Context: an optimization exercise on an open-source flow, tuned for small area and a short achievable clock period. The choices shown serve that exercise and are no tape-out recipe.
Power figures rest on the tool's default switching activity, not on a simulated workload.

Setup of quartz:
==> flow/design.v <==
module fpadd_40_add #(parameter N = 26, parameter L = 5) (
  input  [N-1:0] p0, g0,
  input          ci,
  output [N-1:0] s
);
wire [N-1:0] g [0:L];
wire [N-1:0] p [0:L];
assign g[0] = g0 | {{(N-1){1'b0}}, p0[0] & ci};
assign p[0] = p0;
genvar l, i;
generate
  for (l = 0; l < L; l = l + 1) begin : lv
    for (i = 0; i < N; i = i + 1) begin : bt
      if ((i >> l) & 1) begin : mg
        localparam integer J = ((i >> l) << l) - 1;
        assign g[l+1][i] = g[l][i] | (p[l][i] & g[l][J]);
        assign p[l+1][i] = p[l][i] & p[l][J];
      end else begin : ps
        assign g[l+1][i] = g[l][i];
        assign p[l+1][i] = p[l][i];
      end
    end
  end
endgenerate
assign s = p0 ^ {g[L][N-2:0], ci};
endmodule
module fpadd_40(x_40,y_40,res_40,clk_40,rst_40);
input  [31:0] x_40, y_40;
output [31:0] res_40;
input  clk_40, rst_40;
wire [7:0] ex = x_40[30:23];
wire [7:0] ey = y_40[30:23];
wire [8:0] dxy = {1'b0, ex} - {1'b0, ey};
wire [7:0] dyx = ey - ex;
wire       ge  = ~dxy[8];                    
wire [4:0] cxy = (dxy[7:0] > 8'd24) ? 5'd31 : dxy[4:0];   
wire [4:0] cyx = (dyx > 8'd24) ? 5'd31 : dyx[4:0];
wire       swap = y_40[30:0] > x_40[30:0];   
wire       hx   = |x_40[30:0];
wire       hy   = |y_40[30:0];
reg [22:0] fx1, fy1;
reg        hb1, sw1, sx1, sy1, sub1;
reg [7:0]  ea1;
reg [4:0]  d1;
always @(posedge clk_40) begin
  fx1  <= x_40[22:0];
  fy1  <= y_40[22:0];
  hb1  <= hx & hy;                            
  sw1  <= swap;
  ea1  <= ge ? ex : ey;
  d1   <= ge ? cxy : cyx;
  sx1  <= x_40[31] & (hx | hy);               
  sy1  <= y_40[31];
  sub1 <= x_40[31] ^ y_40[31];
end
wire [22:0] fa = sw1 ? fy1 : fx1;
wire        sg1 = sw1 ? sy1 : sx1;
wire [23:0] sb = {hb1, sw1 ? fx1 : fy1};
wire [24:0] b0 = {sb[23:3], sb[2] & ~(d1 >= 5'd24), sb[1] & ~(d1 >= 5'd23),
                  sb[0] & ~(d1 >= 5'd22), 1'b0};
wire [24:0] b1 = d1[4] ? {16'd0, b0[24:16]} : b0;
wire [24:0] b2 = d1[3] ? { 8'd0, b1[24:8]}  : b1;
wire [24:0] b3 = d1[2] ? { 4'd0, b2[24:4]}  : b2;
wire [24:0] b4 = d1[1] ? { 2'd0, b3[24:2]}  : b3;
wire [24:0] b5 = d1[0] ? { 1'd0, b4[24:1]}  : b4;
wire sticky = ~&d1 & ((d1[4] & |b0[15:0]) | (d1[3] & |b1[7:0]) |
                      (d1[2] & |b2[3:0])  | (d1[1] & |b3[1:0]) |
                      (d1[0] & b4[0]));
wire [25:0] aw = {2'b01, fa, 1'b0};
wire [25:0] bw = {sub1, b5 ^ {25{sub1}}};
wire [25:0] pw = aw ^ bw;
wire [25:0] gw = aw & bw;
reg [25:0] p2;
reg [23:1] g2;            
reg [7:0]  ea2;
reg        ci2, sg2;
always @(posedge clk_40) begin
  p2 <= pw; g2 <= gw[23:1]; ea2 <= ea1 + 8'd1;
  ci2 <= sub1 & ~sticky; sg2 <= sg1;
end
wire [25:0] s;
fpadd_40_add #(26) add (
  .p0(p2),
  .g0({1'b0, ~p2[24], g2, 1'b0}),
  .ci(ci2),
  .s (s)
);
reg [25:0] s3;
reg [7:0]  e3;
reg        sg3;
always @(posedge clk_40) begin
  s3 <= s; e3 <= ea2; sg3 <= sg2;
end
wire [31:0] v = {s3, 6'd0};
wire [15:0] z1;  wire [15:0] c1;       
genvar g;
generate for (g = 0; g < 16; g = g + 1) begin : l1
  assign z1[g] = ~(v[2*g+1] | v[2*g]);
  assign c1[g] = ~v[2*g+1];
end endgenerate
wire [7:0] z2; wire [15:0] c2;         
generate for (g = 0; g < 8; g = g + 1) begin : l2
  assign z2[g] = z1[2*g+1] & z1[2*g];
  assign c2[2*g+1:2*g] = z1[2*g+1] ? {1'b1, c1[2*g]} : {1'b0, c1[2*g+1]};
end endgenerate
wire [3:0] z3; wire [11:0] c3;         
generate for (g = 0; g < 4; g = g + 1) begin : l3
  assign z3[g] = z2[2*g+1] & z2[2*g];
  assign c3[3*g+2:3*g] = z2[2*g+1] ? {1'b1, c2[4*g+1:4*g]} : {1'b0, c2[4*g+3:4*g+2]};
end endgenerate
wire [1:0] z4; wire [7:0] c4;          
generate for (g = 0; g < 2; g = g + 1) begin : l4
  assign z4[g] = z3[2*g+1] & z3[2*g];
  assign c4[4*g+3:4*g] = z3[2*g+1] ? {1'b1, c3[6*g+2:6*g]} : {1'b0, c3[6*g+5:6*g+3]};
end endgenerate
wire       nz = ~(z4[1] & z4[0]);
wire [4:0] lz = z4[1] ? {1'b1, c4[3:0]} : {1'b0, c4[7:4]};
wire [25:0] n1 = lz[4] ? {s3[9:0], 16'd0} : s3;
wire [25:0] n2 = lz[3] ? {n1[17:0], 8'd0} : n1;
wire [25:0] n3 = lz[2] ? {n2[21:0], 4'd0} : n2;
wire [25:0] n4 = lz[1] ? {n3[23:0], 2'd0} : n3;
wire [25:0] n5 = lz[0] ? {n4[24:0], 1'd0} : n4;
function [4:0] dec5;                         
  input [4:0] x;
  integer q;
  reg     bw;
  begin
    bw = 1'b1;
    for (q = 0; q < 5; q = q + 1) begin
      dec5[q] = x[q] ^ bw;
      bw = bw & ~x[q];
    end
  end
endfunction
function [3:0] sub3;                         
  input [2:0] x;
  input [2:0] k;
  integer q;
  reg     bw;
  begin
    bw = 1'b0;
    for (q = 0; q < 3; q = q + 1) begin
      sub3[q] = x[q] ^ k[q] ^ bw;
      bw = (~x[q] & k[q]) | (~(x[q] ^ k[q]) & bw);
    end
    sub3[3] = bw;
  end
endfunction
wire [4:0] eh  = e3[7:3];
wire [4:0] eh1 = dec5(eh);
wire [4:0] dh2 = dec5({1'b0, eh[4:1]});
wire [4:0] dh3 = dec5({1'b0, eh1[4:1]});
wire [4:0] dh4 = dec5({2'b0, eh[4:2]});
wire [4:0] eh2 = {dh2[3:0], eh[0]};
wire [4:0] eh3 = {dh3[3:0], eh1[0]};
wire [4:0] eh4 = {dh4[2:0], eh[1:0]};
reg  [4:0] hi0, hi1;                         
always @(*) begin
  case (lz[4:3])
    2'd0: begin hi0 = eh;  hi1 = eh1; end
    2'd1: begin hi0 = eh1; hi1 = eh2; end
    2'd2: begin hi0 = eh2; hi1 = eh3; end
    default: begin hi0 = eh3; hi1 = eh4; end
  endcase
end
wire [2:0] el = e3[2:0];
reg  [3:0] lo;
always @(*) begin
  case (lz[2:0])
    3'd0: lo = sub3(el, 3'd0);
    3'd1: lo = sub3(el, 3'd1);
    3'd2: lo = sub3(el, 3'd2);
    3'd3: lo = sub3(el, 3'd3);
    3'd4: lo = sub3(el, 3'd4);
    3'd5: lo = sub3(el, 3'd5);
    3'd6: lo = sub3(el, 3'd6);
    default: lo = sub3(el, 3'd7);
  endcase
end
wire [7:0] er = {lo[3] ? hi1 : hi0, lo[2:0]};
wire [31:0] r  = {sg3 & nz, nz ? er : 8'd0, n5[24:2]};
reg [31:0] r4;
always @(posedge clk_40) r4 <= r;
assign res_40 = r4;
endmodule
==> flow/config.mk <==
export PLATFORM = sky130hd
export DESIGN_NAME = fpadd_40
export DESIGN_NICKNAME = fpadd_40
export VERILOG_FILES = /design/flow/design.v
export SDC_FILE = /design/flow/constraint.sdc
export NUM_CORES = 4
export LEC_CHECK = 0
export ABC_AREA = 1
export CAP_MARGIN = 20
export CORE_MARGIN = 2
export CORE_UTILIZATION = 40
export CTS_BUF_LIST = sky130_fd_sc_hd__clkbuf_8
export CTS_CLUSTER_SIZE = 24
export SETUP_SLACK_MARGIN = 2.6
export SLEW_MARGIN = 20
==> flow/constraint.sdc <==
create_clock -name core_clock -period 5.0 [get_ports {clk_40}]
set_input_delay 1.0000 -clock core_clock [delete_from_list [all_inputs] [get_ports {clk_40}]]
set_output_delay 1.0000 -clock core_clock [all_outputs]
set_load 0.01 [all_outputs]
standard.sh (not shown) runs the stock make flow with config.mk's settings and CLKGATE_MAP_FILE= SYNTH_SCRIPT=/design/flow/synth_recipe.tcl, a recipe that flattens the netlist after the stock synthesis.
==> flow/flow/run.sh <==
#!/bin/bash
# Standard ORFS layout, with the port buffers made from buf_2 cells instead
# of the resizer's default pick. Each step's full log stays under orfs/logs/.
set -euo pipefail
bash standard.sh finish 'BUFFER_PORTS_ARGS=-buffer_cell sky130_fd_sc_hd__buf_2' > make_finish.log 2>&1
quartz completed; timing, DRC and antenna clean
For zinc, these inputs were changed with respect to quartz:
diff --git a/flow/design.v b/flow/design.v
--- a/flow/design.v
+++ b/flow/design.v
@@ -30,31 +30,28 @@
 input  clk_40, rst_40;
 wire [7:0] ex = x_40[30:23];
 wire [7:0] ey = y_40[30:23];
-wire [8:0] dxy = {1'b0, ex} - {1'b0, ey};
-wire [7:0] dyx = ey - ex;
-wire       ge  = ~dxy[8];                    
-wire [4:0] cxy = (dxy[7:0] > 8'd24) ? 5'd31 : dxy[4:0];   
+wire [7:0] dxy = ex - ey;                    
+wire [7:0] dyx = ey - ex;                    
+wire [4:0] cxy = (dxy > 8'd24) ? 5'd31 : dxy[4:0];    
 wire [4:0] cyx = (dyx > 8'd24) ? 5'd31 : dyx[4:0];
 wire       swap = y_40[30:0] > x_40[30:0];   
 wire       hx   = |x_40[30:0];
 wire       hy   = |y_40[30:0];
 reg [22:0] fx1, fy1;
-reg        hb1, sw1, sx1, sy1, sub1;
+reg        hb1, sw1, sg1, sub1;
 reg [7:0]  ea1;
 reg [4:0]  d1;
 always @(posedge clk_40) begin
   fx1  <= x_40[22:0];
   fy1  <= y_40[22:0];
-  hb1  <= hx & hy;                            
+  hb1  <= swap ? hx : hy;
   sw1  <= swap;
-  ea1  <= ge ? ex : ey;
-  d1   <= ge ? cxy : cyx;
-  sx1  <= x_40[31] & (hx | hy);               
-  sy1  <= y_40[31];
+  ea1  <= swap ? ey : ex;
+  d1   <= swap ? cyx : cxy;
+  sg1  <= (swap ? y_40[31] : x_40[31]) & (hx | hy);
   sub1 <= x_40[31] ^ y_40[31];
 end
 wire [22:0] fa = sw1 ? fy1 : fx1;
-wire        sg1 = sw1 ? sy1 : sx1;
 wire [23:0] sb = {hb1, sw1 ? fx1 : fy1};
 wire [24:0] b0 = {sb[23:3], sb[2] & ~(d1 >= 5'd24), sb[1] & ~(d1 >= 5'd23),
                   sb[0] & ~(d1 >= 5'd22), 1'b0};
@@ -132,6 +129,14 @@
     end
   end
 endfunction
+wire [4:0] eh  = e3[7:3];
+wire [4:0] eh1 = dec5(eh);
+wire [4:0] dh2 = dec5({1'b0, eh[4:1]});
+wire [4:0] dh3 = dec5({1'b0, eh1[4:1]});
+wire [4:0] dh4 = dec5({2'b0, eh[4:2]});
+wire [4:0] eh2 = {dh2[3:0], eh[0]};
+wire [4:0] eh3 = {dh3[3:0], eh1[0]};
+wire [4:0] eh4 = {dh4[2:0], eh[1:0]};
 function [3:0] sub3;                         
   input [2:0] x;
   input [2:0] k;
@@ -146,23 +151,6 @@
     sub3[3] = bw;
   end
 endfunction
-wire [4:0] eh  = e3[7:3];
-wire [4:0] eh1 = dec5(eh);
-wire [4:0] dh2 = dec5({1'b0, eh[4:1]});
-wire [4:0] dh3 = dec5({1'b0, eh1[4:1]});
-wire [4:0] dh4 = dec5({2'b0, eh[4:2]});
-wire [4:0] eh2 = {dh2[3:0], eh[0]};
-wire [4:0] eh3 = {dh3[3:0], eh1[0]};
-wire [4:0] eh4 = {dh4[2:0], eh[1:0]};
-reg  [4:0] hi0, hi1;                         
-always @(*) begin
-  case (lz[4:3])
-    2'd0: begin hi0 = eh;  hi1 = eh1; end
-    2'd1: begin hi0 = eh1; hi1 = eh2; end
-    2'd2: begin hi0 = eh2; hi1 = eh3; end
-    default: begin hi0 = eh3; hi1 = eh4; end
-  endcase
-end
 wire [2:0] el = e3[2:0];
 reg  [3:0] lo;
 always @(*) begin
@@ -177,7 +165,16 @@
     default: lo = sub3(el, 3'd7);
   endcase
 end
-wire [7:0] er = {lo[3] ? hi1 : hi0, lo[2:0]};
+wire       bl  = lo[3];
+wire [2:0] elo = lo[2:0];
+wire       m0  = ~lz[4] & ~lz[3] & ~bl;
+wire       m1  = ~lz[4] & (lz[3] ^ bl);
+wire       m2  = (~lz[4] & lz[3] & bl) | (lz[4] & ~lz[3] & ~bl);
+wire       m3  = lz[4] & (lz[3] ^ bl);
+wire       m4  = lz[4] & lz[3] & bl;
+wire [4:0] ehi = ({5{m0}} & eh) | ({5{m1}} & eh1) | ({5{m2}} & eh2) |
+                 ({5{m3}} & eh3) | ({5{m4}} & eh4);
+wire [7:0] er  = {ehi, elo};
 wire [31:0] r  = {sg3 & nz, nz ? er : 8'd0, n5[24:2]};
 reg [31:0] r4;
 always @(posedge clk_40) r4 <= r;
Findings:
- Clock power grows by more than 10% when moving from quartz to zinc.
- [compare] base=quartz new=zinc: register bit count reported by yosys shows a reduction of 0.53%, worst slack after detailed placement shows a reduction of 430 ps, number of core rows shows a reduction of 1.
- NOTE: fraction of the mapped netlist area in compound gates in zinc exceeds that of quartz
- Taking quartz as the reference, in zinc simple-gate share of the synthesized area went down by 6.4 points; CTS clock-pin slew for the worst setup and hold paths stayed essentially flat; power picked up an extra 14%; net count of the finished layout fell 69; global routing usage on met1 picked up an extra 0.43 points.
- Of quartz and zinc, the run reporting the lower post-CTS repair timing setup buffer count was quartz.
- zinc: via count is 382 lower than what quartz reported.
- Total internal power went up by more than 10% going from quartz to zinc.
- zinc reports a higher signed area change from the synthesized netlist to the final layout than quartz does.
Function was not checked in any run of this note: the RTL went through the layout flow alone.

-- afterwards: timing with drivers on the ports --
How much do the figures lean on ideal ports? The routed layouts below were timed once more, with nothing changed but the port constraints.
Step 1 assumes that a clkbuf_16 drives the clock port and a buf_2 every other input.
Step 2 adds t to the input delays and takes it off the output delays; t is the mean of the earliest and latest rising clock arrival at the registers after step 1. Input paths then give back, and output paths get back, about the clock's delay inside the block.
a / b / c = no drivers / after step 1 / after step 2; a / b = the first two.
run | shift t [ns] | slack for setup (ns) | latest minus earliest clock arrival (ns)
quartz | 0.508 | 2.604 / 2.604 / 2.212 | 0.025 / 0.025
zinc | 0.494 | 2.289 / 2.289 / 2.075 | 0.028 / 0.027
After both steps setup and hold are still met in every run listed. For quartz, which loses most, drivers alone change the setup slack by 0.000 ns; drivers and shift together by -0.392 ns.
